What follows belongs to an exercise in optimizing a design on an open flow for a short achievable clock period and few clock cycles; a production flow would make more cautious choices.
Function was checked by simulation only, so behaviour that the tests miss may differ from the original.
Power figures rest on the tool's default switching activity, not on a simulated workload.

**flow/constraint.sdc**
```tcl
create_clock -name core_clock -period 10.0 [get_ports {clk}]
set_input_delay 2.0000 -clock core_clock [delete_from_list [all_inputs] [get_ports {clk}]]
set_output_delay 2.0000 -clock core_clock [all_outputs]
set_load 0.01 [all_outputs]
```
**flow/flow/run.sh**
```bash
#!/bin/bash
set -euo pipefail
bash standard.sh SETUP_SLACK_MARGIN=8 TNS_END_PERCENT=5 finish > flow_make.log 2>&1
```
**flow/standard.sh**
```bash
#!/bin/bash
# synth_recipe.tcl (not shown) runs the flow's synth.tcl, then flattens the netlist and writes it again
# the make line also repeats each setting of config.mk as NAME=value (left out here)
make -C /OpenROAD-flow-scripts/flow DESIGN_CONFIG=/design/flow/config.mk WORK_HOME=/design/flow/orfs CLKGATE_MAP_FILE= SYNTH_SCRIPT=/design/flow/synth_recipe.tcl "${@:-finish}"
```
**flow/config.mk**
```make
export PLATFORM = sky130hd
export DESIGN_NAME = one_hz_cpu
export DESIGN_NICKNAME = one_hz_cpu
export VERILOG_FILES = /design/flow/design.v
export SDC_FILE = /design/flow/constraint.sdc
export NUM_CORES = 4
export LEC_CHECK = 0
export ABC_CLOCK_PERIOD_IN_PS = 3000
export CAP_MARGIN = 20
export CORE_MARGIN = 2
export CORE_UTILIZATION = 40
export SLEW_MARGIN = 20
export SYNTH_HIERARCHICAL = 1
```
**flow/design.v**
```verilog
module gp_node (
    input  logic gh,
    input  logic ph,
    input  logic gl,
    input  logic pl,
    output logic g,
    output logic p
);
    assign g = gh | (ph & gl);
    assign p = ph & pl;
endmodule
module ks_add32 (
    input  logic [31:0] a,
    input  logic [31:0] b,
    input  logic        cin,
    output logic [31:0] s,
    output logic        cout
);
    logic [31:0] g0, p0, x;
    logic [31:0] g [6];
    logic [31:0] p [6];
    assign x  = a ^ b;
    assign g0 = (a & b) | {31'd0, x[0] & cin};
    assign p0 = x;
    assign g[0] = g0;
    assign p[0] = p0;
    for (genvar k = 1; k <= 5; k++) begin : lvl
        for (genvar i = 0; i < 32; i++) begin : bit_
            if (i >= (1 << (k - 1))) begin : n
                gp_node u (.gh(g[k-1][i]), .ph(p[k-1][i]),
                           .gl(g[k-1][i - (1 << (k - 1))]), .pl(p[k-1][i - (1 << (k - 1))]),
                           .g(g[k][i]), .p(p[k][i]));
            end else begin : w
                assign g[k][i] = g[k-1][i];
                assign p[k][i] = p[k-1][i];
            end
        end
    end
    assign s = x ^ {g[5][30:0], cin};
    assign cout = g[5][31];
endmodule
module cmp32 (
    input  logic [31:0] a,
    input  logic [31:0] b,
    output logic        ltu,
    output logic        lts,
    output logic        eq
);
    logic [31:0] l [6];
    logic [31:0] e [6];
    assign l[0] = ~a & b;
    assign e[0] = ~(a ^ b);
    for (genvar k = 1; k <= 5; k++) begin : lvl
        for (genvar i = 0; i < (32 >> k); i++) begin : n
            gp_node u (.gh(l[k-1][2*i+1]), .ph(e[k-1][2*i+1]),
                       .gl(l[k-1][2*i]), .pl(e[k-1][2*i]),
                       .g(l[k][i]), .p(e[k][i]));
        end
    end
    assign ltu = l[5][0];
    assign eq  = e[5][0];
    assign lts = (a[31] ^ b[31]) ? a[31] : ltu;
endmodule
module one_hz_cpu (
    input  logic        clk,
    input  logic        rst,
    output logic [31:0] pc,
    input  logic [31:0] inst_rdata,
    output logic        inst_read,
    input  logic        inst_resp,
    output logic [31:0] data_address,
    input  logic [31:0] data_rdata,
    output logic [31:0] data_wdata,
    output logic        data_read,
    output logic        data_write,
    output logic [3:0]  data_mbe,
    input  logic        data_resp
);
    localparam [29:0] START = 30'h18;  
    localparam [1:0] T_BR  = 2'd0;
    localparam [1:0] T_JMP = 2'd1;
    localparam [1:0] T_RET = 2'd2;
    logic        freeze;         
    logic        ex_redir;       
    logic [29:0] ex_target;
    logic        d_redir;        
    logic [29:0] d_target;
    logic        d_fire;         
    logic [29:0] fpc;
    logic        ireq;
    logic        ibusy, idrop;
    logic [29:0] o_pc, o_pn;
    logic        o_pt, o_hit;
    logic [1:0]  o_ctr;
    logic [31:0] q_inst [4];
    logic [29:0] q_pc   [4];
    logic [29:0] q_pn   [4];
    logic [29:0] q_tgtj [4];     
    logic [29:0] q_tgtb [4];
    logic [29:0] q_pc4  [4];
    logic        q_pt   [4];
    logic        q_hit  [4];
    logic [1:0]  q_ctr  [4];
    logic [2:0]  qn;
    logic [29:0] link_d, link_ex;
    logic [63:0] btb_v;
    logic [7:0]  btb_tag [64];
    logic [29:0] btb_tgt [64];
    logic [1:0]  btb_typ [64];
    logic [1:0]  btb_ctr [64];
    logic        ex_valid;
    logic [3:0]  ex_aluop;
    logic [31:0] ex_a, ex_b, ex_s;
    logic        ex_am, ex_bm, ex_sm;
    logic [29:0] ex_pn;
    logic        ex_br, ex_jal, ex_jalr, ex_link, ex_ret, ex_call;
    logic [2:0]  ex_f3;
    logic        ex_pt, ex_hit;
    logic [1:0]  ex_ctr;
    logic [29:0] ex_tgt, ex_pc4, ex_pc;
    logic [31:0] ex_jexp;
    logic        ex_load, ex_store, ex_wen;
    logic [4:0]  ex_rd;
    logic        m_valid, m_wen, m_load;
    logic [4:0]  m_rd;
    logic [31:0] m_res;
    logic [2:0]  m_f3;
    logic [1:0]  m_alo;
    logic        dbusy;
    logic        w_valid, w_wen, w_load;
    logic [4:0]  w_rd;
    logic [31:0] w_res;
    logic [2:0]  w_f3;
    logic [1:0]  w_alo;
    logic [31:0] w_data;
    logic [31:0] rf [32];
    assign pc = {fpc, 2'b00};
    assign inst_read = ireq;
    logic        acc_i;
    assign acc_i = ireq & (~ibusy | inst_resp);
    logic [5:0]  bidx;
    logic        b_hit, b_pt;
    logic [29:0] b_next, fpc4;
    logic [1:0]  b_typ, b_ctr;
    assign bidx  = fpc[5:0];
    assign b_typ = btb_typ[bidx];
    assign b_ctr = btb_ctr[bidx];
    assign b_hit = btb_v[bidx] & (btb_tag[bidx] == fpc[13:6]);
    assign b_pt  = b_hit & ((b_typ != T_BR) | b_ctr[1]);
    assign fpc4  = fpc + 30'd1;
    assign b_next = ~b_pt ? fpc4 : (b_typ == T_RET ? link_d : btb_tgt[bidx]);
    logic push;
    assign push = inst_resp & ibusy & ~idrop;
    logic [2:0] qn_push;
    assign qn_push = qn + {2'b0, push};
    always_ff @(posedge clk) begin
        if (rst) begin
            fpc   <= START;
            ireq  <= 1'b1;
            ibusy <= 1'b0;
            idrop <= 1'b0;
        end else begin
            if (ex_redir)      fpc <= ex_target;
            else if (d_redir)  fpc <= d_target;
            else if (acc_i)    fpc <= b_next;
            if (acc_i) begin
                ibusy <= 1'b1;
                idrop <= ex_redir | d_redir;
            end else if (inst_resp) begin
                ibusy <= 1'b0;
                idrop <= 1'b0;
            end else if (ex_redir | d_redir) begin
                idrop <= 1'b1;
            end
            if (ex_redir | d_redir)
                ireq <= 1'b1;
            else
                ireq <= (qn_push + {2'b0, acc_i | (ibusy & ~inst_resp)}) <= 3'd3;
        end
    end
    always_ff @(posedge clk) begin
        if (acc_i) begin
            o_pc  <= fpc;
            o_pn  <= b_next;
            o_pt  <= b_pt;
            o_hit <= b_hit;
            o_ctr <= b_ctr;
        end
    end
    logic pop;
    assign pop = d_fire;
    always_ff @(posedge clk) begin
        if (rst | ex_redir | d_redir) begin
            qn <= 3'd0;
        end else begin
            qn <= qn + {2'b0, push} - {2'b0, pop};
        end
    end
    logic [29:0] n_tgt_j, n_tgt_b, o_pc4;
    assign n_tgt_j = o_pc + {{12{inst_rdata[31]}}, inst_rdata[19:12], inst_rdata[20], inst_rdata[30:22]};
    assign n_tgt_b = o_pc + {{20{inst_rdata[31]}}, inst_rdata[7], inst_rdata[30:25], inst_rdata[11:9]};
    assign o_pc4 = o_pc + 30'd1;
    always_ff @(posedge clk) begin
        for (int i = 0; i < 4; i++) begin
            if (push && ((pop && qn == i + 1) || (!pop && qn == i))) begin
                q_inst[i] <= inst_rdata;
                q_tgtj[i] <= n_tgt_j;
                q_tgtb[i] <= n_tgt_b;
                q_pc4[i]  <= o_pc4;
                q_pc[i]   <= o_pc;
                q_pn[i]   <= o_pn;
                q_pt[i]   <= o_pt;
                q_hit[i]  <= o_hit;
                q_ctr[i]  <= o_ctr;
            end else if (pop && i < 3) begin
                q_inst[i] <= q_inst[i + 1];
                q_tgtj[i] <= q_tgtj[i + 1];
                q_tgtb[i] <= q_tgtb[i + 1];
                q_pc4[i]  <= q_pc4[i + 1];
                q_pc[i]   <= q_pc[i + 1];
                q_pn[i]   <= q_pn[i + 1];
                q_pt[i]   <= q_pt[i + 1];
                q_hit[i]  <= q_hit[i + 1];
                q_ctr[i]  <= q_ctr[i + 1];
            end
        end
    end
    logic        d_valid;
    logic [31:0] inst;
    logic [29:0] d_pc, d_pn;
    logic        d_pt, d_hit;
    logic [1:0]  d_ctr;
    assign d_valid = qn != 3'd0;
    assign inst  = q_inst[0];
    assign d_pc  = q_pc[0];
    assign d_pn  = q_pn[0];
    assign d_pt  = q_pt[0];
    assign d_hit = q_hit[0];
    assign d_ctr = q_ctr[0];
    logic [6:0] opc;
    logic [2:0] f3;
    logic [4:0] rd, rs1, rs2;
    assign opc = inst[6:0];
    assign f3  = inst[14:12];
    assign rd  = inst[11:7];
    assign rs1 = inst[19:15];
    assign rs2 = inst[24:20];
    logic is_lui, is_auipc, is_jal, is_jalr, is_br, is_load, is_store, is_opi, is_op;
    assign is_lui   = opc[6:2] == 5'b01101;
    assign is_auipc = opc[6:2] == 5'b00101;
    assign is_jal   = opc[6:2] == 5'b11011;
    assign is_jalr  = opc[6:2] == 5'b11001;
    assign is_br    = opc[6:2] == 5'b11000;
    assign is_load  = opc[6:2] == 5'b00000;
    assign is_store = opc[6:2] == 5'b01000;
    assign is_opi   = opc[6:2] == 5'b00100;
    assign is_op    = opc[6:2] == 5'b01100;
    logic use1, use2, wen;
    assign use1 = is_jalr | is_br | is_load | is_store | is_opi | is_op;
    assign use2 = is_br | is_store | is_op;
    assign wen  = (is_lui | is_auipc | is_jal | is_jalr | is_load | is_opi | is_op) & (rd != 5'd0);
    logic [31:0] imm_i, imm_s, imm_b, imm_u, imm_j;
    assign imm_i = {{20{inst[31]}}, inst[31:20]};
    assign imm_s = {{20{inst[31]}}, inst[31:25], inst[11:7]};
    assign imm_b = {{19{inst[31]}}, inst[31], inst[7], inst[30:25], inst[11:8], 1'b0};
    assign imm_u = {inst[31:12], 12'b0};
    assign imm_j = {{11{inst[31]}}, inst[31], inst[19:12], inst[20], inst[30:21], 1'b0};
    logic [31:0] imm;
    always_comb begin
        if (is_store)                imm = imm_s;
        else if (is_lui | is_auipc)  imm = imm_u;
        else                         imm = imm_i;
    end
    logic [3:0] aluop;
    always_comb begin
        aluop = 4'd0;
        if (is_op | is_opi) begin
            case (f3)
                3'd0: aluop = (is_op & inst[30]) ? 4'd1 : 4'd0;
                3'd1: aluop = 4'd2;
                3'd2: aluop = 4'd3;
                3'd3: aluop = 4'd4;
                3'd4: aluop = 4'd5;
                3'd5: aluop = inst[30] ? 4'd7 : 4'd6;
                3'd6: aluop = 4'd8;
                default: aluop = 4'd9;
            endcase
        end
    end
    logic [29:0] d_tgt, d_pc4;
    assign d_tgt = is_jal ? q_tgtj[0] : q_tgtb[0];
    assign d_pc4 = q_pc4[0];
    logic is_ret, is_call;
    assign is_ret  = is_jalr & (rs1 == 5'd1) & (rd == 5'd0) & (inst[31:20] == 12'd0);
    assign is_call = (is_jal | is_jalr) & (rd == 5'd1);
    logic d_take_jal, d_take_br, d_take_ret, d_unpred;
    assign d_take_jal = is_jal & ~d_pt;
    assign d_take_br  = is_br & ~d_pt & ~d_hit & inst[31];
    assign d_take_ret = is_ret & ~d_pt;
    assign d_unpred   = d_pt & ~(is_jal | is_br | is_jalr);
    logic [29:0] n_pn;
    logic        n_pt;
    always_comb begin
        d_target = d_tgt;
        if (d_take_ret) d_target = link_d;
        else if (d_unpred) d_target = d_pc4;
    end
    assign n_pt = d_pt | d_take_jal | d_take_br | d_take_ret;
    assign n_pn = (d_take_jal | d_take_br | d_take_ret) ? d_target : d_pn;
    logic        w_we;
    assign w_we = w_valid & w_wen;
    logic ex_fwd_ok, m_fwd_ok;
    assign ex_fwd_ok = ex_valid & ex_wen & ~ex_load;
    assign m_fwd_ok  = m_valid & m_wen & ~m_load;
    logic [31:0] r1, r2;
    assign r1 = (rs1 == 5'd0) ? 32'd0 : (m_fwd_ok && m_rd == rs1) ? m_res :
                (w_we && w_rd == rs1) ? w_data : rf[rs1];
    assign r2 = (rs2 == 5'd0) ? 32'd0 : (m_fwd_ok && m_rd == rs2) ? m_res :
                (w_we && w_rd == rs2) ? w_data : rf[rs2];
    logic interlock;
    assign interlock = ((ex_valid & ex_wen & ex_load) &
                        ((use1 & (ex_rd == rs1)) | (use2 & (ex_rd == rs2)))) |
                       ((m_valid & m_wen & m_load) &
                        ((use1 & (m_rd == rs1)) | (use2 & (m_rd == rs2))));
    logic sel1, sel2;
    assign sel1 = ex_fwd_ok && ex_rd == rs1;
    assign sel2 = ex_fwd_ok && ex_rd == rs2;
    assign d_fire  = d_valid & ~interlock & ~freeze;
    assign d_redir = d_fire & (d_take_jal | d_take_br | d_take_ret | d_unpred);
    logic [31:0] jexp;
    assign jexp = d_take_ret ? {link_d, 2'b00} : {d_pn, 2'b00} - imm_i;
    always_ff @(posedge clk) begin
        if (rst | ex_redir) begin
            ex_valid <= 1'b0;
        end else if (~freeze) begin
            ex_valid <= d_fire;
        end
    end
    always_ff @(posedge clk) begin
        if (~freeze) begin
            ex_aluop <= aluop;
            ex_a     <= is_lui ? 32'd0 : is_auipc ? {d_pc, 2'b00} : r1;
            ex_b     <= is_op ? r2 : imm;
            ex_s     <= r2;
            ex_am    <= ~(is_lui | is_auipc) & sel1;
            ex_bm    <= is_op & sel2;
            ex_sm    <= sel2;
            ex_pn    <= n_pn;
            ex_br    <= is_br;
            ex_jal   <= is_jal;
            ex_jalr  <= is_jalr;
            ex_link  <= is_jal | is_jalr;
            ex_ret   <= is_ret;
            ex_call  <= is_call;
            ex_f3    <= f3;
            ex_pt    <= n_pt;
            ex_hit   <= d_hit;
            ex_ctr   <= d_ctr;
            ex_tgt   <= d_tgt;
            ex_pc4   <= d_pc4;
            ex_pc    <= d_pc;
            ex_jexp  <= jexp;
            ex_load  <= is_load;
            ex_store <= is_store;
            ex_wen   <= wen;
            ex_rd    <= rd;
        end
    end
    logic [31:0] a, b, s;
    assign a = ex_am ? m_res : ex_a;
    assign b = ex_bm ? m_res : ex_b;
    assign s = ex_sm ? m_res : ex_s;
    logic [31:0] sum, diff, alu_out;
    logic        slt, sltu;
    logic [31:0] sum_rr, sum_mr, sum_rm, sum_mm;
    logic [32:0] dif_rr, dif_mr, dif_rm;
    logic c_rr, c_mr, c_rm;
    ks_add32 add_rr (.a(ex_a), .b(ex_b), .cin(1'b0), .s(sum_rr), .cout());
    ks_add32 add_mr (.a(m_res), .b(ex_b), .cin(1'b0), .s(sum_mr), .cout());
    ks_add32 add_rm (.a(ex_a), .b(m_res), .cin(1'b0), .s(sum_rm), .cout());
    assign sum_mm = {m_res[30:0], 1'b0};
    ks_add32 sub_rr (.a(ex_a), .b(~ex_b), .cin(1'b1), .s(dif_rr[31:0]), .cout(c_rr));
    ks_add32 sub_mr (.a(m_res), .b(~ex_b), .cin(1'b1), .s(dif_mr[31:0]), .cout(c_mr));
    ks_add32 sub_rm (.a(ex_a), .b(~m_res), .cin(1'b1), .s(dif_rm[31:0]), .cout(c_rm));
    assign dif_rr[32] = ~c_rr;
    assign dif_mr[32] = ~c_mr;
    assign dif_rm[32] = ~c_rm;
    assign sum = ex_am ? (ex_bm ? sum_mm : sum_mr) : (ex_bm ? sum_rm : sum_rr);
    logic [32:0] dif;
    assign dif = ex_am ? (ex_bm ? 33'd0 : dif_mr) : (ex_bm ? dif_rm : dif_rr);
    assign diff = dif[31:0];
    assign sltu = dif[32];
    assign slt  = (a[31] ^ b[31]) ? a[31] : dif[31];
    always_comb begin
        case (ex_aluop)
            4'd0:    alu_out = sum;
            4'd1:    alu_out = diff;
            4'd2:    alu_out = a << b[4:0];
            4'd3:    alu_out = {31'd0, slt};
            4'd4:    alu_out = {31'd0, sltu};
            4'd5:    alu_out = a ^ b;
            4'd6:    alu_out = a >> b[4:0];
            4'd7:    alu_out = $signed(a) >>> b[4:0];
            4'd8:    alu_out = a | b;
            default: alu_out = a & b;
        endcase
    end
    logic eq, blt, bltu, taken;
    logic        eq_rr, eq_mr, eq_rm, lu_rr, lu_mr, lu_rm, ls_rr, ls_mr, ls_rm;
    cmp32 cmp_rr (.a(ex_a), .b(ex_s), .ltu(lu_rr), .lts(ls_rr), .eq(eq_rr));
    cmp32 cmp_mr (.a(m_res), .b(ex_s), .ltu(lu_mr), .lts(ls_mr), .eq(eq_mr));
    cmp32 cmp_rm (.a(ex_a), .b(m_res), .ltu(lu_rm), .lts(ls_rm), .eq(eq_rm));
    assign eq   = ex_am ? (ex_sm ? 1'b1 : eq_mr) : (ex_sm ? eq_rm : eq_rr);
    assign bltu = ex_am ? (ex_sm ? 1'b0 : lu_mr) : (ex_sm ? lu_rm : lu_rr);
    assign blt  = ex_am ? (ex_sm ? 1'b0 : ls_mr) : (ex_sm ? ls_rm : ls_rr);
    always_comb begin
        case (ex_f3)
            3'd0:    taken = eq;
            3'd1:    taken = ~eq;
            3'd4:    taken = blt;
            3'd5:    taken = ~blt;
            3'd6:    taken = bltu;
            default: taken = ~bltu;
        endcase
    end
    logic ex_tgtmis;
    assign ex_tgtmis = ex_pn != ex_tgt;
    logic jeq_r, jeq_m;
    assign jeq_r = ex_a == ex_jexp;
    assign jeq_m = m_res == ex_jexp;
    logic mispred;
    always_comb begin
        if (ex_br)        mispred = (taken != ex_pt) | (taken & ex_tgtmis);
        else if (ex_jal)  mispred = ex_tgtmis;
        else if (ex_jalr) mispred = ~ex_pt | ~(ex_am ? jeq_m : jeq_r);
        else              mispred = 1'b0;
    end
    logic ex_fire;
    assign ex_fire = ex_valid & ~freeze;
    assign ex_redir = ex_fire & mispred;
    assign ex_target = ex_jalr ? sum[31:2] : (ex_br & ~taken) ? ex_pc4 : ex_tgt;
    logic       bw;
    logic [1:0] bw_typ, bw_ctr;
    logic [29:0] bw_tgt;
    always_comb begin
        bw = 1'b0;
        bw_typ = T_JMP;
        bw_ctr = 2'd2;
        bw_tgt = ex_tgt;
        if (ex_br) begin
            bw_typ = T_BR;
            if (ex_hit) begin
                bw = 1'b1;
                bw_ctr = taken ? (ex_ctr == 2'd3 ? 2'd3 : ex_ctr + 2'd1)
                               : (ex_ctr == 2'd0 ? 2'd0 : ex_ctr - 2'd1);
            end else begin
                bw = taken;
            end
        end else if (ex_jal) begin
            bw = 1'b1;
        end else if (ex_jalr) begin
            bw = 1'b1;
            bw_typ = ex_ret ? T_RET : T_JMP;
            bw_tgt = sum[31:2];
        end
    end
    logic        u_we;
    logic [13:0] u_pc;
    logic [29:0] u_tgt;
    logic [1:0]  u_typ, u_ctr;
    always_ff @(posedge clk) begin
        if (rst) u_we <= 1'b0;
        else u_we <= ex_fire & bw;
        u_pc  <= ex_pc[13:0];
        u_tgt <= bw_tgt;
        u_typ <= bw_typ;
        u_ctr <= bw_ctr;
    end
    always_ff @(posedge clk) begin
        if (rst) begin
            btb_v <= 64'd0;
        end else if (u_we) begin
            btb_v[u_pc[5:0]] <= 1'b1;
        end
    end
    always_ff @(posedge clk) begin
        if (u_we) begin
            btb_tag[u_pc[5:0]] <= u_pc[13:6];
            btb_tgt[u_pc[5:0]] <= u_tgt;
            btb_typ[u_pc[5:0]] <= u_typ;
            btb_ctr[u_pc[5:0]] <= u_ctr;
        end
    end
    always_ff @(posedge clk) begin
        if (rst) begin
            link_d  <= 30'd0;
            link_ex <= 30'd0;
        end else begin
            if (ex_fire & ex_call) link_ex <= ex_pc4;
            if (ex_redir)
                link_d <= ex_call ? ex_pc4 : link_ex;
            else if (d_fire & is_call)
                link_d <= d_pc4;
        end
    end
    logic [1:0]  alo;
    logic [3:0]  mbe;
    logic [31:0] wd;
    assign alo = sum[1:0];
    always_comb begin
        case (ex_f3[1:0])
            2'd0:    mbe = 4'b0001 << alo;
            2'd1:    mbe = alo[1] ? 4'b1100 : 4'b0011;
            default: mbe = 4'b1111;
        endcase
        case (alo)
            2'd1:    wd = {s[23:0], 8'b0};
            2'd2:    wd = {s[15:0], 16'b0};
            2'd3:    wd = {s[7:0], 24'b0};
            default: wd = s;
        endcase
    end
    logic m_mem;
    assign m_mem = data_read | data_write;
    always_ff @(posedge clk) begin
        if (rst) begin
            m_valid    <= 1'b0;
            data_read  <= 1'b0;
            data_write <= 1'b0;
        end else if (~freeze) begin
            m_valid    <= ex_valid;
            data_read  <= ex_valid & ex_load;
            data_write <= ex_valid & ex_store;
        end
    end
    always_ff @(posedge clk) begin
        if (~freeze) begin
            m_wen        <= ex_wen;
            m_load       <= ex_load;
            m_rd         <= ex_rd;
            m_res        <= ex_link ? {ex_pc4, 2'b00} : alu_out;
            m_f3         <= ex_f3;
            m_alo        <= alo;
            data_address <= {sum[31:2], 2'b00};
            data_mbe     <= mbe;
            data_wdata   <= wd;
        end
    end
    always_ff @(posedge clk) begin
        if (rst) dbusy <= 1'b0;
        else dbusy <= (m_mem & (~dbusy | data_resp)) | (dbusy & ~data_resp);
    end
    assign freeze = ~data_resp & dbusy & ((w_valid & w_load) | m_mem);
    always_ff @(posedge clk) begin
        if (rst) begin
            w_valid <= 1'b0;
        end else if (~freeze) begin
            w_valid <= m_valid;
        end
    end
    always_ff @(posedge clk) begin
        if (~freeze) begin
            w_wen  <= m_wen;
            w_load <= m_load;
            w_rd   <= m_rd;
            w_res  <= m_res;
            w_f3   <= m_f3;
            w_alo  <= m_alo;
        end
    end
    logic [7:0]  lb;
    logic [15:0] lh;
    logic [31:0] ld;
    assign lb = data_rdata[w_alo * 8 +: 8];
    assign lh = w_alo[1] ? data_rdata[31:16] : data_rdata[15:0];
    always_comb begin
        case (w_f3)
            3'd0:    ld = {{24{lb[7]}}, lb};
            3'd1:    ld = {{16{lh[15]}}, lh};
            3'd4:    ld = {24'd0, lb};
            3'd5:    ld = {16'd0, lh};
            default: ld = data_rdata;
        endcase
    end
    assign w_data = w_load ? ld : w_res;
    always_ff @(posedge clk) begin
        if (w_we & (~w_load | data_resp)) rf[w_rd] <= w_data;
    end
endmodule
```
==> results of run 1 <==
==> cell type report <==
cell class	instances	area, um2
fillers	49560	305500
flip-flops and latches	5157	152800
multi-input cells	8580	88800
repair buffers	1663	20370
clock buffers	727	14900
well taps	8008	10020
clock inverters	272	3090
inverters	382	1628
diodes	51	127.6
repair inverters	10	53.80
==> metal layers <==
| metal | share of wire, % | vias up | global-route usage (%) |
|---|---|---|---|
| li1 | - | 61910 | - |
| met1 | 38 | 80190 | 37.23 |
| met2 | 45 | 9367 | 43.12 |
| met3 | 10 | 2018 | 5.839 |
| met4 | 6.8 | 28 | 15.49 |
| met5 | 0.019 | - | 0 |
==> worst register-to-register path: stages (launching register included) <==
cell and delay, ps:
edfxtp_1 400, buf_4 450, ha_1 410, and2_1 200, and2_1 170, a21o_1 190
a21o_1 180, a21o_1 210, xor2_2 220, mux4_2 640, nand2_1 130, o21ai_0 90
a221oi_1 310, o21ai_1 180, o32ai_4 380, o21ai_0 130
==> layout by cell type (no fill, tap or decap), drive strengths merged, types with 47 or more instances in the layout <==
cell / n
dfxtp: 231
nor2b: 84
a21oi: 418
and2: 694
clkbuf: 840
a21o: 902
a31oi: 53
o21a: 70
inv: 372
edfxtp: 4926
clkinv: 202
and3: 47
ha: 430
buf: 1470
nand3: 106
xnor2: 127
mux4: 1508
xor2: 302
mux2: 336
o21ai: 623
nor3: 63
a211oi: 124
a22oi: 80
nand2: 1099
nor2: 581
mux2i: 437
diode: 51
clkinvlp: 53
==> power breakdown <==
group,internal (mW),switching (mW),leakage (nW),total (mW)
logic,21.9,31.5,47.9,53.5
clock network,11.6,8.91,8.70,20.5
registers,30.0,4.21,47.3,34.2
total,63.5,44.6,104,108
==> metrics by stage <==
step / power, mW / utilization, % / TNS, ps / instances
6_report: 108.2 / 48.85 / 0 / 24850
5_1_grt: 110.8 / 48.84 / 0 / 24820
4_1_cts: 102.0 / 47.46 / 0 / 24350
3_5_place_dp: 76.39 / 42.25 / 0 / 22700
3_3_place_gp: 76.11 / 42.23 / 0 / 22690
2_1_floorplan: 58.10 / - / -2833250 / 14940
==> path summary, 6_finish.rpt <==
path / to / slack, ps / startpoint / depth (start not counted)
worst min register to register: u_pc[12]$_DFF_P_ / 350 / ex_pc[12]$_DFFE_PN_ / 0
worst max-delay path: m_res[27]$_DFFE_PN_ / 5430 / m_res[15]$_DFFE_PN_ / 15
worst max register to register: m_res[27]$_DFFE_PN_ / 5430 / m_res[15]$_DFFE_PN_ / 15
worst min-delay path: u_pc[12]$_DFF_P_ / 350 / ex_pc[12]$_DFFE_PN_ / 0
==> state kept, by name (all words and copies together) (netlist names), 32 cells and up, named ones only <==
register / flops
q_pn: 120
q_pc4: 120
ex_a: 32
btb_tgt: 1920
q_tgtj: 120
w_res: 32
data_wdata: 32
btb_ctr: 128
q_pc: 120
btb_typ: 128
q_tgtb: 120
rf: 1024
ex_b: 32
btb_tag: 512
q_inst: 120
btb_v: 64
ex_s: 32
ex_jexp: 32
m_res: 32
==> what timing repair did <==
action | CTS | global route
setup endpoints to repair | 7222 | 7225
gates cloned | 132 | 62
resized for setup | 1305 | 1185
pin swaps | 309 | 209
buffers inserted | 521 | 386
==> out/metrics.cfg, run 1 <==
[timing]
hold_ws_ps = 354.7
worst_slew_pin_slew_ps = 1273
setup_violations = 0
fmax_ghz = 0.2187
finalHoldViolations = 0
final_max_slew_viol_count = 0
period_share_pct = 45.72
rsz0062_at_grt = yes
fin_crit_ps = 4572
worst_clock_skew_ps = 94.87
slew_headroom_pct = 14.73
fin_ws_ps = 5428

[setup_path]
cp_max_fo = 11
startpoint_type = register
crit_chain = buf_4 > ha_1 > and2_1 > and2_1 > a21o_1 > a21o_1 > a21o_1 > xor2_2 > mux4_2 > nand2_1 > o21ai_0 > a221oi_1 > o21ai_1 > o32ai_4 > o21ai_0
crit_top_cell = a21o_1
end_kind = register
crit_family = compound AO/OA/AOI/OAI gates
slowest_stage = mux4_2
critPathRequiredTime_ps = 10770
worst-path-buf-inv = 1
max_stage_delay_ps = 640
critPathKind = register to register
cp.arrival_ps = 5340

[clocking]
cts_made_buffers = 556
htreeDepth = 6
cts.sinks = 5157
cts_buffer_depth = 4
clock_latency_ps = 1110
clkTransAtPathRegs_ps = 60
cts_tree = done
cts_root_buffer = clkbuf_16
cts_hold_buffers = 0

[die]
die_y_um = 777.8
ios = 171
rows = 284
start_util_pct = 40.09
die_area_um2 = 604900
core_um2 = 597300
die_x_um = 777.8

[place]
numPortBuffers = 164
dp_hpwl_um = 514900
place_congestion = 1.023
dp_slack_ps = 3152
post_dp_cell_area_um2 = 252400

[detailed_routing]
wl_um = 889300
routedWlPerCell_um = 35.79
firstDrtPassIters = 7
remaining_drc_errors = 0
ant_nets = 0
dr_total_vias = 153500
drt-vias-per-instance = 6.178
drt_iter0_drc = 22030

[pwr]
leakage_nw = 103.9
vdd_ir_drop_max_v = 0.0003748
powerDensity_nw_per_um2 = 370.6

[logic_synthesis]
yosys_warnings = 26
syn_inst = 14940
avgSynthCellArea_um2 = 16.03
syn-cell-area_um2 = 239500

[cells_and_area]
layout.nets = 16860
drive_above_1_share_pct = 31.98
stdcell_area_um2 = 291800
area_growth_pct = 21.85

[global_route]
antenna_found_initial = 59
grt_pass1_vias = 145100
grt_start_max_net_pins = 153
grt_usage_pct = 27.98
grt_pass1_wl_um = 1183000
gr-total-overflow = 0

[outcome]
status = no timing/DRC/antenna violations

[flow_run]
drv_cap = 0

[min_path]
hp-class = register to register

Testbench counts, summed over its fixed seeds: cycles 163,016.
==> inputs of run 2 (changes only) <==
--- a/flow/design.v
+++ b/flow/design.v
@@ -83,6 +83,9 @@
     logic        freeze;         
     logic        ex_redir;       
     logic [29:0] ex_target;
+    logic        mr_redir;       
+    logic [29:0] mr_target;
+    logic        d_done;         
     logic        d_redir;        
     logic [29:0] d_target;
     logic        d_fire;         
@@ -109,7 +112,7 @@
     logic [1:0]  btb_typ [64];
     logic [1:0]  btb_ctr [64];
     logic        ex_valid;
-    logic [3:0]  ex_aluop;
+    logic [10:0] ex_op;          
     logic [31:0] ex_a, ex_b, ex_s;
     logic        ex_am, ex_bm, ex_sm;
     logic [29:0] ex_pn;
@@ -160,19 +163,19 @@
             ibusy <= 1'b0;
             idrop <= 1'b0;
         end else begin
-            if (ex_redir)      fpc <= ex_target;
+            if (mr_redir)      fpc <= mr_target;
             else if (d_redir)  fpc <= d_target;
             else if (acc_i)    fpc <= b_next;
             if (acc_i) begin
                 ibusy <= 1'b1;
-                idrop <= ex_redir | d_redir;
+                idrop <= mr_redir | d_redir;
             end else if (inst_resp) begin
                 ibusy <= 1'b0;
                 idrop <= 1'b0;
-            end else if (ex_redir | d_redir) begin
+            end else if (mr_redir | d_redir) begin
                 idrop <= 1'b1;
             end
-            if (ex_redir | d_redir)
+            if (mr_redir | d_redir)
                 ireq <= 1'b1;
             else
                 ireq <= (qn_push + {2'b0, acc_i | (ibusy & ~inst_resp)}) <= 3'd3;
@@ -190,8 +193,10 @@
     logic pop;
     assign pop = d_fire;
     always_ff @(posedge clk) begin
-        if (rst | ex_redir | d_redir) begin
+        if (rst | mr_redir) begin
             qn <= 3'd0;
+        end else if (d_redir) begin
+            qn <= d_fire ? 3'd0 : 3'd1;
         end else begin
             qn <= qn + {2'b0, push} - {2'b0, pop};
         end
@@ -326,11 +331,15 @@
     assign sel1 = ex_fwd_ok && ex_rd == rs1;
     assign sel2 = ex_fwd_ok && ex_rd == rs2;
     assign d_fire  = d_valid & ~interlock & ~freeze;
-    assign d_redir = d_fire & (d_take_jal | d_take_br | d_take_ret | d_unpred);
+    assign d_redir = d_valid & ~d_done & (d_take_jal | d_take_br | d_take_ret | d_unpred);
+    always_ff @(posedge clk) begin
+        if (rst | mr_redir | d_fire) d_done <= 1'b0;
+        else if (d_redir) d_done <= 1'b1;
+    end
     logic [31:0] jexp;
     assign jexp = d_take_ret ? {link_d, 2'b00} : {d_pn, 2'b00} - imm_i;
     always_ff @(posedge clk) begin
-        if (rst | ex_redir) begin
+        if (rst | mr_redir) begin
             ex_valid <= 1'b0;
         end else if (~freeze) begin
             ex_valid <= d_fire;
@@ -338,7 +347,7 @@
     end
     always_ff @(posedge clk) begin
         if (~freeze) begin
-            ex_aluop <= aluop;
+            ex_op    <= (is_jal | is_jalr) ? 11'b1 << 10 : 11'b1 << aluop;
             ex_a     <= is_lui ? 32'd0 : is_auipc ? {d_pc, 2'b00} : r1;
             ex_b     <= is_op ? r2 : imm;
             ex_s     <= r2;
@@ -391,20 +400,19 @@
     assign diff = dif[31:0];
     assign sltu = dif[32];
     assign slt  = (a[31] ^ b[31]) ? a[31] : dif[31];
-    always_comb begin
-        case (ex_aluop)
-            4'd0:    alu_out = sum;
-            4'd1:    alu_out = diff;
-            4'd2:    alu_out = a << b[4:0];
-            4'd3:    alu_out = {31'd0, slt};
-            4'd4:    alu_out = {31'd0, sltu};
-            4'd5:    alu_out = a ^ b;
-            4'd6:    alu_out = a >> b[4:0];
-            4'd7:    alu_out = $signed(a) >>> b[4:0];
-            4'd8:    alu_out = a | b;
-            default: alu_out = a & b;
-        endcase
-    end
+    logic [31:0] sra;
+    assign sra = $signed(a) >>> b[4:0];
+    assign alu_out = ({32{ex_op[0]}} & sum) |
+                     ({32{ex_op[1]}} & diff) |
+                     ({32{ex_op[2]}} & (a << b[4:0])) |
+                     ({32{ex_op[3]}} & {31'd0, slt}) |
+                     ({32{ex_op[4]}} & {31'd0, sltu}) |
+                     ({32{ex_op[5]}} & (a ^ b)) |
+                     ({32{ex_op[6]}} & (a >> b[4:0])) |
+                     ({32{ex_op[7]}} & sra) |
+                     ({32{ex_op[8]}} & (a | b)) |
+                     ({32{ex_op[9]}} & (a & b)) |
+                     ({32{ex_op[10]}} & {ex_pc4, 2'b00});
     logic eq, blt, bltu, taken;
     logic        eq_rr, eq_mr, eq_rm, lu_rr, lu_mr, lu_rm, ls_rr, ls_mr, ls_rm;
     cmp32 cmp_rr (.a(ex_a), .b(ex_s), .ltu(lu_rr), .lts(ls_rr), .eq(eq_rr));
@@ -437,7 +445,19 @@
     end
     logic ex_fire;
     assign ex_fire = ex_valid & ~freeze;
-    assign ex_redir = ex_fire & mispred;
+    assign ex_redir = ex_fire & mispred & ~mr_redir;
+    logic [29:0] mr_sum, mr_tgt, mr_pc4;
+    logic        mr_jalr, mr_taken;
+    always_ff @(posedge clk) begin
+        if (rst) mr_redir <= 1'b0;
+        else mr_redir <= ex_redir;
+        mr_sum   <= sum[31:2];
+        mr_tgt   <= ex_tgt;
+        mr_pc4   <= ex_pc4;
+        mr_jalr  <= ex_jalr;
+        mr_taken <= taken | ~ex_br;
+    end
+    assign mr_target = mr_jalr ? mr_sum : mr_taken ? mr_tgt : mr_pc4;
     assign ex_target = ex_jalr ? sum[31:2] : (ex_br & ~taken) ? ex_pc4 : ex_tgt;
     logic       bw;
     logic [1:0] bw_typ, bw_ctr;
@@ -470,7 +490,7 @@
     logic [1:0]  u_typ, u_ctr;
     always_ff @(posedge clk) begin
         if (rst) u_we <= 1'b0;
-        else u_we <= ex_fire & bw;
+        else u_we <= ex_fire & bw & ~mr_redir;
         u_pc  <= ex_pc[13:0];
         u_tgt <= bw_tgt;
         u_typ <= bw_typ;
@@ -496,9 +516,9 @@
             link_d  <= 30'd0;
             link_ex <= 30'd0;
         end else begin
-            if (ex_fire & ex_call) link_ex <= ex_pc4;
-            if (ex_redir)
-                link_d <= ex_call ? ex_pc4 : link_ex;
+            if (ex_fire & ex_call & ~mr_redir) link_ex <= ex_pc4;
+            if (mr_redir)
+                link_d <= link_ex;
             else if (d_fire & is_call)
                 link_d <= d_pc4;
         end
@@ -528,9 +548,9 @@
             data_read  <= 1'b0;
             data_write <= 1'b0;
         end else if (~freeze) begin
-            m_valid    <= ex_valid;
-            data_read  <= ex_valid & ex_load;
-            data_write <= ex_valid & ex_store;
+            m_valid    <= ex_valid & ~mr_redir;
+            data_read  <= ex_valid & ~mr_redir & ex_load;
+            data_write <= ex_valid & ~mr_redir & ex_store;
         end
     end
     always_ff @(posedge clk) begin
@@ -538,7 +558,7 @@
             m_wen        <= ex_wen;
             m_load       <= ex_load;
             m_rd         <= ex_rd;
-            m_res        <= ex_link ? {ex_pc4, 2'b00} : alu_out;
+            m_res        <= alu_out;
             m_f3         <= ex_f3;
             m_alo        <= alo;
             data_address <= {sum[31:2], 2'b00};
==> out/metrics.cfg, run 2 <==
[outcome]
status = no timing/DRC/antenna violations  ; unchanged

[setup_path]
cp.arrival_ps = 5330  ; was 5340 ps
critPathKind = register to register  ; unchanged
startpoint_type = register  ; unchanged
end_kind = register  ; unchanged
max_stage_delay_ps = 490  ; was 640 ps
cp_max_fo = 7  ; was 11
crit_chain = buf_16 > buf_16 > buf_12 > mux4_2 > mux2_4 > a222oi_1 > nand3_1 > a31oi_4 > o2111ai_4 > nor4b_4 > buf_6 > buf_12 > mux2i_4 > nor2_2 > o32ai_4  ; was buf_4 > ha_1 > and2_1 > and2_1 > a21o_1 > a21o_1 > a21o_1 > xor2_2 > mux4_2 > nand2_1 > o21ai_0 > a221oi_1 > o21ai_1 > o32ai_4 > o21ai_0
slowest_stage = mux4_2  ; unchanged
critPathRequiredTime_ps = 10960  ; was 10770 ps

[cells_and_area]
nFillCells = 49810  ; was 49560
area_growth_pct = 22.07  ; was 21.85%
multi_input_area_um2 = 87600  ; was 88800 um2
layout.nets = 16700  ; was 16860
final_common_cell = edfxtp_1  ; unchanged
largest_reg_flops = 1920  ; unchanged
drive_above_1_share_pct = 31.41  ; was 31.98%
final_cell_mix = edfxtp_1, mux4_2, nand2_1  ; unchanged
ff_latch_area_um2 = 154800  ; was 152800 um2

[die]
rows = 284  ; unchanged
core_um2 = 598400  ; was 597300 um2
die_x_um = 779.0  ; was 777.8 um
die_area_um2 = 606800  ; was 604900 um2
start_util_pct = 40.15  ; was 40.09%
die_y_um = 779.0  ; was 777.8 um
ios = 171  ; unchanged

[detailed_routing]
wl_um = 885100  ; was 889300 um
firstDrtPassIters = 8  ; was 7
remaining_drc_errors = 0  ; unchanged
drt-vias-per-instance = 6.172  ; was 6.178
ant_nets = 0  ; unchanged
routedWlPerCell_um = 35.86  ; was 35.79 um
drt_iter0_drc = 22750  ; was 22030
dr_total_vias = 152300  ; was 153500

[place]
numPortBuffers = 164  ; unchanged
dp_hpwl_um = 507500  ; was 514900 um
place_congestion = 1.003  ; was 1.023

[clocking]
cts_made_buffers = 561  ; was 556
cts.sinks = 5257  ; was 5157
htreeDepth = 6  ; unchanged
cts_tree = done  ; unchanged
clock_latency_ps = 1120  ; was 1110 ps
cts_root_buffer = clkbuf_16  ; unchanged
cts_buffer_depth = 4  ; unchanged
cts_hold_buffers = 0  ; unchanged
clkTransAtPathRegs_ps = 60  ; about the same

[timing]
finalHoldViolations = 0  ; unchanged
final_max_slew_viol_count = 0  ; unchanged
rsz0062_at_grt = yes  ; unchanged
hold_ws_ps = 417.9  ; was 354.7 ps
setup_violations = 0  ; unchanged
fmax_ghz = 0.2288  ; was 0.2187 GHz
worst_slew_pin_slew_ps = 1188  ; was 1273 ps
worst_clock_skew_ps = 75.86  ; was 94.87 ps
setup_tns_ps = 0  ; unchanged
period_share_pct = 43.71  ; was 45.72%
slew_headroom_pct = 18.53  ; was 14.73%
fin_crit_ps = 4371  ; was 4572 ps

[logic_synthesis]
syn-cell-area_um2 = 240300  ; was 239500 um2
syn_inst = 14720  ; was 14940
yosys_warnings = 26  ; unchanged
avgSynthCellArea_um2 = 16.32  ; was 16.03 um2

[global_route]
grt_usage_pct = 27.60  ; was 27.98%
grt_pass1_vias = 142900  ; was 145100
grt_start_max_net_pins = 173  ; was 153
gr-total-overflow = 0  ; unchanged
grt_pass1_wl_um = 1169000  ; was 1183000 um
antenna_found_initial = 56  ; was 59

[min_path]
hp-class = register to register  ; unchanged
min_from = ex_tgt[22]$_DFFE_PN_  ; was ex_pc[12]$_DFFE_PN_

[pwr]
powerDensity_nw_per_um2 = 369.8  ; was 370.6 nW/um2
leakage_nw = 104.8  ; was 103.9 nW
vdd_ir_drop_max_v = 0.0003152  ; was 0.0003748 V

[flow_run]
drv_cap = 0  ; unchanged

-- run 2: worst max-delay path: cells and delay by family (launching register included) --
kind / cells / cell delay [ps]
compound gates: 4 / 1080
buf+inv: 5 / 900
flops: 1 / 400
mux: 3 / 1110
simple gates: 3 / 650
-- run 2: final timing paths --
check / slack, ps / endpoint / cells past startpoint
hold reg to reg: 420 / mr_tgt[22]$_DFF_P_ / 0
setup / recovery: 5630 / fpc[0]$_SDFFE_PP0N_ / 15
setup reg to reg: 5630 / fpc[0]$_SDFFE_PP0N_ / 15
hold / removal: 420 / mr_tgt[22]$_DFF_P_ / 0
-- run 2: per-layer routing --
metal / share of wire, % / global-route usage (%) / routed length [um]
met1: 38 / 37.64 / 335700
met2: 44 / 41.85 / 393600
met3: 11 / 5.981 / 99120
met4: 6.4 / 14.18 / 56430
met5: 0.020 / 0 / 181
-- run 2: final cells by class --
cell class | count | area share, %
timing repair buffer | 1685 | 7.141
tap | 8008 | 3.416
timing repair inverter | 1 | 0.002560
multi-input combinational | 8292 | 29.87
clock buffer | 728 | 5.202
clock inverter | 280 | 0.9889
inverter | 399 | 0.5589
antenna | 29 | 0.02474
sequential | 5257 | 52.80
-- run 2: per-stage QoR --
stage | worst slack, ps | cell area [um2] | utilization [%] | cells | power [mW]
6_report | 5630 | 293300 | 49.01 | 24680 | 108.4
5_1_grt | 5571 | 293200 | 49.00 | 24660 | 111.4
4_1_cts | 5809 | 282100 | 47.14 | 24070 | 101.1
3_5_place_dp | 2991 | 253100 | 42.30 | 22510 | 76.20
3_3_place_gp | 2976 | 253000 | 42.28 | 22510 | 75.89
2_1_floorplan | 642.4 | 240300 | - | 14730 | 58.77
-- run 2: report_power, final --
part | switching, mW | internal [mW]
registers | 4.12 | 30.6
clock network | 8.95 | 11.9
logic | 30.6 | 22.3
-- run 2: timing repair --
item                                     CTS  global route
gates cloned                             113            77
buffers inserted                         439           502
resized for setup                       1025          1234
endpoints found under the setup margin  7271          7272
pin swaps                                176           242
Testbench counts of run 2, summed over its fixed seeds: cycles 165,802.
==> inputs of run 3 (changes only) <==
--- a/flow/design.v
+++ b/flow/design.v
@@ -90,7 +90,12 @@
     logic [29:0] d_target;
     logic        d_fire;         
     logic [29:0] fpc;
-    logic        ireq;
+    logic [29:0] fpc_n;          
+    logic [29:0] pc_r;           
+    logic        ireq;           
+    logic        ireq_n;         
+    logic        ireq_o;         
+    logic [63:0] fidx;           
     logic        ibusy, idrop;
     logic [29:0] o_pc, o_pn;
     logic        o_pt, o_hit;
@@ -137,8 +142,10 @@
     logic [1:0]  w_alo;
     logic [31:0] w_data;
     logic [31:0] rf [32];
-    assign pc = {fpc, 2'b00};
-    assign inst_read = ireq;
+    assign pc = {pc_r, 2'b00};
+    assign fpc = ~fpc_n;
+    assign inst_read = ireq_o;
+    assign ireq = ~ireq_n;
     logic        acc_i;
     assign acc_i = ireq & (~ibusy | inst_resp);
     logic [5:0]  bidx;
@@ -146,26 +153,54 @@
     logic [29:0] b_next, fpc4;
     logic [1:0]  b_typ, b_ctr;
     assign bidx  = fpc[5:0];
-    assign b_typ = btb_typ[bidx];
-    assign b_ctr = btb_ctr[bidx];
-    assign b_hit = btb_v[bidx] & (btb_tag[bidx] == fpc[13:6]);
+    logic [7:0]  b_tag;
+    logic [29:0] b_tgt;
+    logic        b_v;
+    always_comb begin
+        b_typ = 2'd0;
+        b_ctr = 2'd0;
+        b_tag = 8'd0;
+        b_tgt = 30'd0;
+        b_v   = 1'b0;
+        for (int i = 0; i < 64; i++) begin
+            b_typ = b_typ | ({2{fidx[i]}} & btb_typ[i]);
+            b_ctr = b_ctr | ({2{fidx[i]}} & btb_ctr[i]);
+            b_tag = b_tag | ({8{fidx[i]}} & btb_tag[i]);
+            b_tgt = b_tgt | ({30{fidx[i]}} & btb_tgt[i]);
+            b_v   = b_v | (fidx[i] & btb_v[i]);
+        end
+    end
+    assign b_hit = b_v & (b_tag == fpc[13:6]);
     assign b_pt  = b_hit & ((b_typ != T_BR) | b_ctr[1]);
     assign fpc4  = fpc + 30'd1;
-    assign b_next = ~b_pt ? fpc4 : (b_typ == T_RET ? link_d : btb_tgt[bidx]);
+    assign b_next = ~b_pt ? fpc4 : (b_typ == T_RET ? link_d : b_tgt);
+    logic [29:0] fpc_nx;
+    always_comb begin
+        if (mr_redir)      fpc_nx = mr_target;
+        else if (d_redir)  fpc_nx = d_target;
+        else if (acc_i)    fpc_nx = b_next;
+        else               fpc_nx = fpc;
+    end
+    logic ireq_nx;
     logic push;
     assign push = inst_resp & ibusy & ~idrop;
     logic [2:0] qn_push;
     assign qn_push = qn + {2'b0, push};
     always_ff @(posedge clk) begin
         if (rst) begin
-            fpc   <= START;
-            ireq  <= 1'b1;
+            fpc_n <= ~START;
+            pc_r  <= START;
+            fidx  <= 64'd1 << START[5:0];
+            ireq_n <= 1'b0;
+            ireq_o <= 1'b1;
             ibusy <= 1'b0;
             idrop <= 1'b0;
         end else begin
-            if (mr_redir)      fpc <= mr_target;
-            else if (d_redir)  fpc <= d_target;
-            else if (acc_i)    fpc <= b_next;
+            fpc_n <= ~fpc_nx;
+            pc_r  <= fpc_nx;
+            fidx  <= 64'd1 << fpc_nx[5:0];
+            ireq_n <= ~ireq_nx;
+            ireq_o <= ireq_nx;
             if (acc_i) begin
                 ibusy <= 1'b1;
                 idrop <= mr_redir | d_redir;
@@ -175,12 +210,10 @@
             end else if (mr_redir | d_redir) begin
                 idrop <= 1'b1;
             end
-            if (mr_redir | d_redir)
-                ireq <= 1'b1;
-            else
-                ireq <= (qn_push + {2'b0, acc_i | (ibusy & ~inst_resp)}) <= 3'd3;
         end
     end
+    assign ireq_nx = (mr_redir | d_redir) |
+                     ((qn_push + {2'b0, acc_i | (ibusy & ~inst_resp)}) <= 3'd3);
     always_ff @(posedge clk) begin
         if (acc_i) begin
             o_pc  <= fpc;
==> out/metrics.cfg, run 3 <==
[outcome]
status = no timing/DRC/antenna violations  ; unchanged

[cells_and_area]
stdcell_area_um2 = 288400  ; was 293300 um2
final_cell_mix = edfxtp_1, nand2_1, buf_4  ; was edfxtp_1, mux4_2, nand2_1
largest_reg_flops = 1920  ; unchanged
drive_above_1_share_pct = 25.11  ; was 31.41%
final_common_cell = edfxtp_1  ; unchanged
layout.nets = 17960  ; was 16700
finish.utilization_pct = 48.98  ; was 49.01%
area_growth_pct = 22.17  ; was 22.07%
nFillCells = 49310  ; was 49810

[clocking]
htreeDepth = 6  ; unchanged
clkTransAtPathRegs_ps = 60  ; about the same
cts_tree = done  ; unchanged
clock_latency_ps = 1190  ; was 1120 ps
cts_buffer_depth = 4  ; unchanged
cts.sinks = 5346  ; was 5257
cts_root_buffer = clkbuf_16  ; unchanged
cts_made_buffers = 565  ; was 561

[pwr]
switching_share_pct = 41.68  ; was 40.22%
clockPowerShare_pct = 19.4  ; was 19.2%
powerDensity_nw_per_um2 = 373.4  ; was 369.8 nW/um2
leakage_nw = 104.4  ; was 104.8 nW
vdd_ir_drop_max_v = 0.0003264  ; was 0.0003152 V
pwr-share-comb_pct = 48.0  ; was 48.7%
seqPwrFrac_pct = 32.6  ; was 32.0%
p_sw_mw = 44.89  ; was 43.62 mW
power.internal_mw = 62.82  ; was 64.83 mW

[detailed_routing]
ant_nets = 0  ; unchanged
drt_iter0_drc = 34810  ; was 22750
routedWlPerCell_um = 40.73  ; was 35.86 um
firstDrtPassIters = 9  ; was 8
remaining_drc_errors = 0  ; unchanged
drt-vias-per-instance = 6.654  ; was 6.172
dr_total_vias = 172400  ; was 152300
wl_um = 1056000  ; was 885100 um

[global_route]
grt_usage_pct = 33.50  ; was 27.60%
grt_pass1_wl_um = 1359000  ; was 1169000 um
antenna_found_initial = 125  ; was 56
grt_pass1_vias = 154100  ; was 142900
grt_start_max_net_pins = 163  ; was 173
gr-total-overflow = 0  ; unchanged

[min_path]
hp-class = register to register  ; unchanged
min_from = ex_pc[8]$_DFFE_PN_  ; was ex_tgt[22]$_DFFE_PN_

[setup_path]
slowest_stage = dfxtp_4  ; was mux4_2
crit_chain = buf_4 > a22o_1 > a221oi_1 > nand4_1 > nor4_4 > xnor2_2 > nor4_4 > nand3_4 > buf_4 > inv_12 > mux2_2 > o211ai_1 > o21ai_0 > o21a_2  ; was buf_16 > buf_16 > buf_12 > mux4_2 > mux2_4 > a222oi_1 > nand3_1 > a31oi_4 > o2111ai_4 > nor4b_4 > buf_6 > buf_12 > mux2i_4 > nor2_2 > o32ai_4
cp_max_fo = 7  ; unchanged
critPathRequiredTime_ps = 10940  ; was 10960 ps
crit_family = simple AND/OR/NAND/NOR gates  ; was multiplexers
critPathKind = register to register  ; unchanged
cp.arrival_ps = 5290  ; was 5330 ps
crit_start = fidx[9]$_SDFF_PP0_
startpoint_type = register  ; unchanged
worst-path-buf-inv = 3  ; was 5
end_kind = register  ; unchanged
max_stage_delay_ps = 490  ; about the same
r2r-start = fidx[9]$_SDFF_PP0_

[logic_synthesis]
syn_inst = 16030  ; was 14720
yosys_warnings = 26  ; unchanged
avgSynthCellArea_um2 = 14.73  ; was 16.32 um2
syn-cell-area_um2 = 236100  ; was 240300 um2

[die]
die_area_um2 = 596400  ; was 606800 um2
rows = 282  ; was 284
core_um2 = 588900  ; was 598400 um2
die_x_um = 772.3  ; was 779.0 um
die_y_um = 772.3  ; was 779.0 um
ios = 171  ; unchanged
start_util_pct = 40.09  ; was 40.15%

[place]
place_congestion = 0.9600  ; was 1.003
numPortBuffers = 164  ; unchanged
dp_hpwl_um = 597500  ; was 507500 um
post_dp_cell_area_um2 = 249500  ; was 253100 um2

[timing]
worst_clock_skew_ps = 162.7  ; was 75.86 ps
worst_slew_pin_slew_ps = 1397  ; was 1188 ps
setup_tns_ps = 0  ; unchanged
period_share_pct = 43.49  ; was 43.71%
finalHoldViolations = 0  ; unchanged
setup_violations = 0  ; unchanged
fin_crit_ps = 4349  ; was 4371 ps
fmax_ghz = 0.2299  ; was 0.2288 GHz
slew_headroom_pct = 6.871  ; was 18.53%
rsz0062_at_grt = yes  ; unchanged
final_max_slew_viol_count = 0  ; unchanged

[flow_run]
drv_cap = 0  ; unchanged

-- run 3: power groups by stage --
| stage | logic, mW | registers [mW] | clock network (mW) |
|---|---|---|---|
| final | 51.7 | 35.1 | 20.9 |
| after global routing | 52.9 | 35.3 | 21.7 |
| after CTS | 44.7 | 35.0 | 20.8 |
| after detailed placement | 39.5 | 36.0 | 0 |
| after global placement | 39.3 | 35.9 | 0 |
| after floorplan | 22.8 | 33.7 | 0 |
-- run 3: timing repair --
item / 4_1_cts / 5_1_grt
gates cloned: 83 / 66
hold endpoints to repair: 0 / 0
gates resized for setup: 1107 / 1143
endpoints found under the setup margin: 7379 / 7357
hold buffers: 0 / 0
pin swaps: 179 / 195
setup buffers: 556 / 397
-- run 3: worst reg2reg max path, cell delays in order, from the launching register on --
cell      delay (ps)
dfxtp_4          490
buf_4            290
a22o_1           280
a221oi_1         290
nand4_1          320
nor4_4           420
xnor2_2          180
nor4_4           320
nand3_4          130
buf_4            230
inv_12           150
mux2_2           400
o211ai_1         150
o21ai_0          130
o21a_2           340
-- run 3: cell type report --
cell class / instances / area (um2) / share of cell area, %
diodes: 196 / 490.5 / 0.1700
clock buffers: 739 / 15250 / 5.286
clock inverters: 283 / 2745 / 0.9517
inverters: 410 / 1685 / 0.5843
multi-input cells: 9381 / 81320 / 28.19
flip-flops and latches: 5346 / 156800 / 54.35
well taps: 7810 / 9772 / 3.388
repair buffers: 1747 / 20350 / 7.055
repair inverters: 5 / 62.56 / 0.02169
-- run 3: per-layer routing --
metal  up-vias  track usage, %  routed length (um)
li1      66000               -                   -
met1     87490           44.49              370900
met2     15660           46.95              435800
met3      3230           11.70              167500
met4        64           20.71               80850
met5         -         0.08045                 564
-- run 3: path summary, 6_finish.rpt --
check                                      endpoint  slack [ps]  cells after the start
worst max-delay path            pc_r[26]$_SDFF_PP0_        5650                     14
worst min-delay path                u_pc[8]$_DFF_P_         340                      0
worst max register to register  pc_r[26]$_SDFF_PP0_        5650                     14
worst min register to register      u_pc[8]$_DFF_P_         340                      0
-- run 3: stage by stage --
stage                     worst slack (ps)  std cells  total power [mW]  hold WS, ps
final                                 5651      25920             107.7        337.5
after global routing                  5695      25830             109.9        355.1
after CTS                             5865      25260             100.6        337.6
after detailed placement              3242      23600             75.52        332.6
after global placement                3215      23590             75.25        330.3
after floorplan                      641.0      16040             56.56        323.3
Testbench counts of run 3, summed over its fixed seeds: cycles 165,802.
==> inputs of run 4 (changes only) <==
--- a/flow/design.v
+++ b/flow/design.v
@@ -118,6 +118,7 @@
     logic [1:0]  btb_ctr [64];
     logic        ex_valid;
     logic [10:0] ex_op;          
+    logic [6:0]  ex_as;          
     logic [31:0] ex_a, ex_b, ex_s;
     logic        ex_am, ex_bm, ex_sm;
     logic [29:0] ex_pn;
@@ -363,6 +364,9 @@
     logic sel1, sel2;
     assign sel1 = ex_fwd_ok && ex_rd == rs1;
     assign sel2 = ex_fwd_ok && ex_rd == rs2;
+    logic n_am, n_bm;
+    assign n_am = ~(is_lui | is_auipc) & sel1;
+    assign n_bm = is_op & sel2;
     assign d_fire  = d_valid & ~interlock & ~freeze;
     assign d_redir = d_valid & ~d_done & (d_take_jal | d_take_br | d_take_ret | d_unpred);
     always_ff @(posedge clk) begin
@@ -381,11 +385,18 @@
     always_ff @(posedge clk) begin
         if (~freeze) begin
             ex_op    <= (is_jal | is_jalr) ? 11'b1 << 10 : 11'b1 << aluop;
+            ex_as    <= {aluop == 4'd1 & ~n_am &  n_bm,
+                         aluop == 4'd1 &  n_am & ~n_bm,
+                         aluop == 4'd1 & ~n_am & ~n_bm,
+                         aluop == 4'd0 & ~(is_jal | is_jalr) &  n_am &  n_bm,
+                         aluop == 4'd0 & ~(is_jal | is_jalr) & ~n_am &  n_bm,
+                         aluop == 4'd0 & ~(is_jal | is_jalr) &  n_am & ~n_bm,
+                         aluop == 4'd0 & ~(is_jal | is_jalr) & ~n_am & ~n_bm};
             ex_a     <= is_lui ? 32'd0 : is_auipc ? {d_pc, 2'b00} : r1;
             ex_b     <= is_op ? r2 : imm;
             ex_s     <= r2;
-            ex_am    <= ~(is_lui | is_auipc) & sel1;
-            ex_bm    <= is_op & sel2;
+            ex_am    <= n_am;
+            ex_bm    <= n_bm;
             ex_sm    <= sel2;
             ex_pn    <= n_pn;
             ex_br    <= is_br;
@@ -435,8 +446,13 @@
     assign slt  = (a[31] ^ b[31]) ? a[31] : dif[31];
     logic [31:0] sra;
     assign sra = $signed(a) >>> b[4:0];
-    assign alu_out = ({32{ex_op[0]}} & sum) |
-                     ({32{ex_op[1]}} & diff) |
+    assign alu_out = ({32{ex_as[0]}} & sum_rr) |
+                     ({32{ex_as[1]}} & sum_mr) |
+                     ({32{ex_as[2]}} & sum_rm) |
+                     ({32{ex_as[3]}} & sum_mm) |
+                     ({32{ex_as[4]}} & dif_rr[31:0]) |
+                     ({32{ex_as[5]}} & dif_mr[31:0]) |
+                     ({32{ex_as[6]}} & dif_rm[31:0]) |
                      ({32{ex_op[2]}} & (a << b[4:0])) |
                      ({32{ex_op[3]}} & {31'd0, slt}) |
                      ({32{ex_op[4]}} & {31'd0, sltu}) |
==> out/metrics.cfg, run 4 <==
[cells_and_area]
multi_input_area_um2 = 83300  ; was 81320 um2
layout.nets = 18100  ; was 17960
ff_latch_area_um2 = 156900  ; was 156800 um2
drive_above_1_share_pct = 26.92  ; was 25.11%
nFillCells = 48910  ; was 49310
area_growth_pct = 24.08  ; was 22.17%
final_cell_mix = edfxtp_1, nand2_1, buf_4  ; unchanged
largest_reg_flops = 1920  ; unchanged
final_common_cell = edfxtp_1  ; unchanged
finish.utilization_pct = 49.75  ; was 48.98%

[timing]
rsz0062_at_grt = yes  ; unchanged
setup_tns_ps = 0  ; unchanged
finalHoldViolations = 0  ; unchanged
period_share_pct = 44.47  ; was 43.49%
slew_headroom_pct = 8.454  ; was 6.871%
worst_clock_skew_ps = 138.8  ; was 162.7 ps
setup_violations = 0  ; unchanged
fmax_ghz = 0.2249  ; was 0.2299 GHz
fin_crit_ps = 4447  ; was 4349 ps
final_max_slew_viol_count = 0  ; unchanged
worst_slew_pin_slew_ps = 1373  ; was 1397 ps

[clocking]
cts_tree = done  ; unchanged
cts_buffer_depth = 4  ; unchanged
clock_latency_ps = 1180  ; was 1190 ps
cts.sinks = 5351  ; was 5346
cts_made_buffers = 562  ; was 565
htreeDepth = 6  ; unchanged
cts_hold_buffers = 0  ; unchanged
clkTransAtPathRegs_ps = 60  ; about the same
cts_root_buffer = clkbuf_16  ; unchanged

[setup_path]
reg2reg_depth = 15  ; was 14
cp.arrival_ps = 5500  ; was 5290 ps
startpoint_type = register  ; unchanged
r2r-start = fidx[14]$_SDFF_PP0_  ; was fidx[9]$_SDFF_PP0_
critPathKind = register to register  ; unchanged
critPathRequiredTime_ps = 11060  ; was 10940 ps
end_kind = register  ; unchanged
rr_endpoint = fidx[56]$_SDFF_PP0_  ; was pc_r[26]$_SDFF_PP0_
cp_max_fo = 7  ; unchanged
r2r_slack_ps = 5550  ; was 5650 ps

[global_route]
grt_pass1_vias = 154200  ; was 154100
grt_start_max_net_pins = 171  ; was 163
gr-total-overflow = 0  ; unchanged
grt_usage_pct = 33.01  ; was 33.50%
antenna_found_initial = 129  ; was 125
grt_pass1_wl_um = 1345000  ; was 1359000 um

[detailed_routing]
drt_iter0_drc = 33210  ; was 34810
wl_um = 1056000  ; about the same
routedWlPerCell_um = 40.57  ; was 40.73 um
drt-vias-per-instance = 6.669  ; was 6.654
firstDrtPassIters = 9  ; unchanged
dr_total_vias = 173600  ; was 172400
ant_nets = 0  ; unchanged
remaining_drc_errors = 0  ; unchanged

[die]
die_x_um = 772.3  ; about the same
core_um2 = 588900  ; unchanged
ios = 171  ; unchanged
die_y_um = 772.3  ; about the same
start_util_pct = 40.10  ; was 40.09%
die_area_um2 = 596500  ; was 596400 um2
rows = 282  ; unchanged

[pwr]
leakage_nw = 106.4  ; was 104.4 nW
powerDensity_nw_per_um2 = 379.1  ; was 373.4 nW/um2
vdd_ir_drop_max_v = 0.0002740  ; was 0.0003264 V

[min_path]
hold_path_end = u_pc[2]$_DFF_P_  ; was u_pc[8]$_DFF_P_
min_from = ex_pc[2]$_DFFE_PN_  ; was ex_pc[8]$_DFFE_PN_
whs_path_depth = 0  ; unchanged
hp-class = register to register  ; unchanged

[logic_synthesis]
syn_inst = 16040  ; was 16030
syn-cell-area_um2 = 236100  ; about the same
yosys_warnings = 26  ; unchanged
avgSynthCellArea_um2 = 14.72  ; was 14.73 um2

[flow_run]
drv_cap = 0  ; unchanged

[place]
numPortBuffers = 164  ; unchanged
place_congestion = 1.034  ; was 0.9600
dp_hpwl_um = 594100  ; was 597500 um

[outcome]
status = no timing/DRC/antenna violations  ; unchanged

run 4: cell types whose count changed in the layout (fill, tap and decap cells not counted), sizes merged, moves of 30 or more:
| cell | previous run | this run |
|---|---|---|
| a21oi | 441 | 400 |
| a221oi | 478 | 511 |
| buf | 1543 | 1667 |
| clkbuf | 808 | 846 |
| diode | 196 | 166 |
| mux2 | 264 | 231 |
| nand2 | 1392 | 1523 |
| nor2 | 705 | 532 |
| o21ai | 447 | 511 |
run 4: through the flow:
stage / std cells / power, mW / hold WS (ps) / instance area [um2] / setup WS [ps]
floorplan: 16050 / 56.43 / 323.3 / 236200 / 568.0
global placement: 23610 / 75.19 / 327.0 / 249600 / 3441
detailed placement: 23620 / 75.45 / 334.5 / 249800 / 3345
CTS: 25100 / 99.68 / 336.6 / 276200 / 5701
global route: 25960 / 112.8 / 344.5 / 292800 / 5649
finish: 26040 / 111.1 / 320.7 / 293000 / 5553
run 4: critical path, cell delays in order (launching register included):
cell      delay [ps]
dfxtp_4          390
buf_12           160
a22o_1           240
a221oi_4         220
nand4_1          300
nor4_4           860
xnor2_2          220
nand4_4          160
buf_6            160
or3_4            440
buf_6            170
o211ai_4         170
buf_12           150
or2b_4           310
or2_4            290
nor2_4           110
run 4: timing repair:
item,in CTS,in global routing
pin swaps,107,510
endpoints found under the setup margin,7348,7354
gates resized for setup,784,1961
buffers inserted,360,668
endpoints found under the hold margin,0,0
cloned,83,103
run 4: metal layers:
metal,wire length [um],share of wire [%],track usage [%],up-vias
met1,373500,35,44.54,88060
met2,428700,41,45.72,15670
met5,701,0.066,0.2414,-
li1,-,-,-,66400
met4,79820,7.6,19.77,86
met3,173500,16,11.55,3413
run 4: cell type report:
| class | instances | share of cell area, % |
|---|---|---|
| inverter | 396 | 0.5496 |
| clock inverter | 283 | 0.9634 |
| clock buffer | 750 | 5.203 |
| multi-input combinational | 9381 | 28.43 |
| tap | 7810 | 3.335 |
| sequential | 5351 | 53.56 |
| timing repair buffer | 1897 | 7.811 |
| antenna | 166 | 0.1418 |
| timing repair inverter | 1 | 0.001708 |
run 4: worst max-delay path by stage:
| stage | depth (start not counted) | start | endpoint |
|---|---|---|---|
| global route | 14 | fidx[14]$_SDFF_PP0_ | fidx[28]$_SDFF_PP0_ |
| CTS | 16 | ex_a[25]$_SDFFCE_PN0N_ | u_ctr[0]$_SDFF_PN0_ |
| finish | 15 | fidx[14]$_SDFF_PP0_ | fidx[56]$_SDFF_PP0_ |
| global placement | 9 | data_resp | q_inst[2][10]$_DFFE_PP_ |
| floorplan | 7 | data_resp | link_ex[0]$_SDFFE_PP0P_ |
| detailed placement | 9 | data_resp | q_tgtb[2][2]$_DFFE_PP_ |
run 4: power by group:
group	internal (mW)	switching, mW	total [mW]
registers	31.1	3.79	34.9
logic	21.4	33.8	55.2
clock network	11.6	9.33	21.0
Testbench counts of run 4, summed over its fixed seeds: cycles 165,802.

-- port drivers added, routing unchanged --
The flow's constraints put no driver on any port. The routed layouts listed below were extracted and timed again, unchanged, in two steps. Step 1 (the two cells are an assumption about what drives the block):
set clk [get_ports {clk}]
set_driving_cell -lib_cell sky130_fd_sc_hd__clkbuf_16 $clk
set_driving_cell -lib_cell sky130_fd_sc_hd__buf_2 [delete_from_list [all_inputs] $clk]
Step 2 also shifts input and output timing later by t, the mid clock arrival at the registers, as if the neighbouring blocks saw the same clock. a / b / c = no drivers / after step 1 / after step 2; a / b = the first two.
| run | t (ns) | slack for setup (ns) | hold WS [ns] | latest minus earliest clock arrival (ns) | worst slew at a driven data input, ns |
|---|---|---|---|---|---|
| run 1 | 1.183 | 5.428 / 5.428 / 4.864 | 0.355 / 0.355 / 0.355 | 0.095 / 0.095 | 0.36 |
| run 2 | 1.204 | 5.629 / 5.629 / 4.689 | 0.418 / 0.418 / 0.418 | 0.077 / 0.077 | 0.23 |
| run 3 | 1.240 | 5.651 / 5.651 / 4.653 | 0.338 / 0.338 / 0.338 | 0.165 / 0.166 | 0.30 |
| run 4 | 1.249 | 5.553 / 5.553 / 4.682 | 0.321 / 0.321 / 0.321 | 0.145 / 0.146 | 0.35 |
After both steps setup and hold are still met in every run listed. For run 3, which loses most, drivers alone change the setup slack by 0.000 ns; drivers and shift together by -0.998 ns.
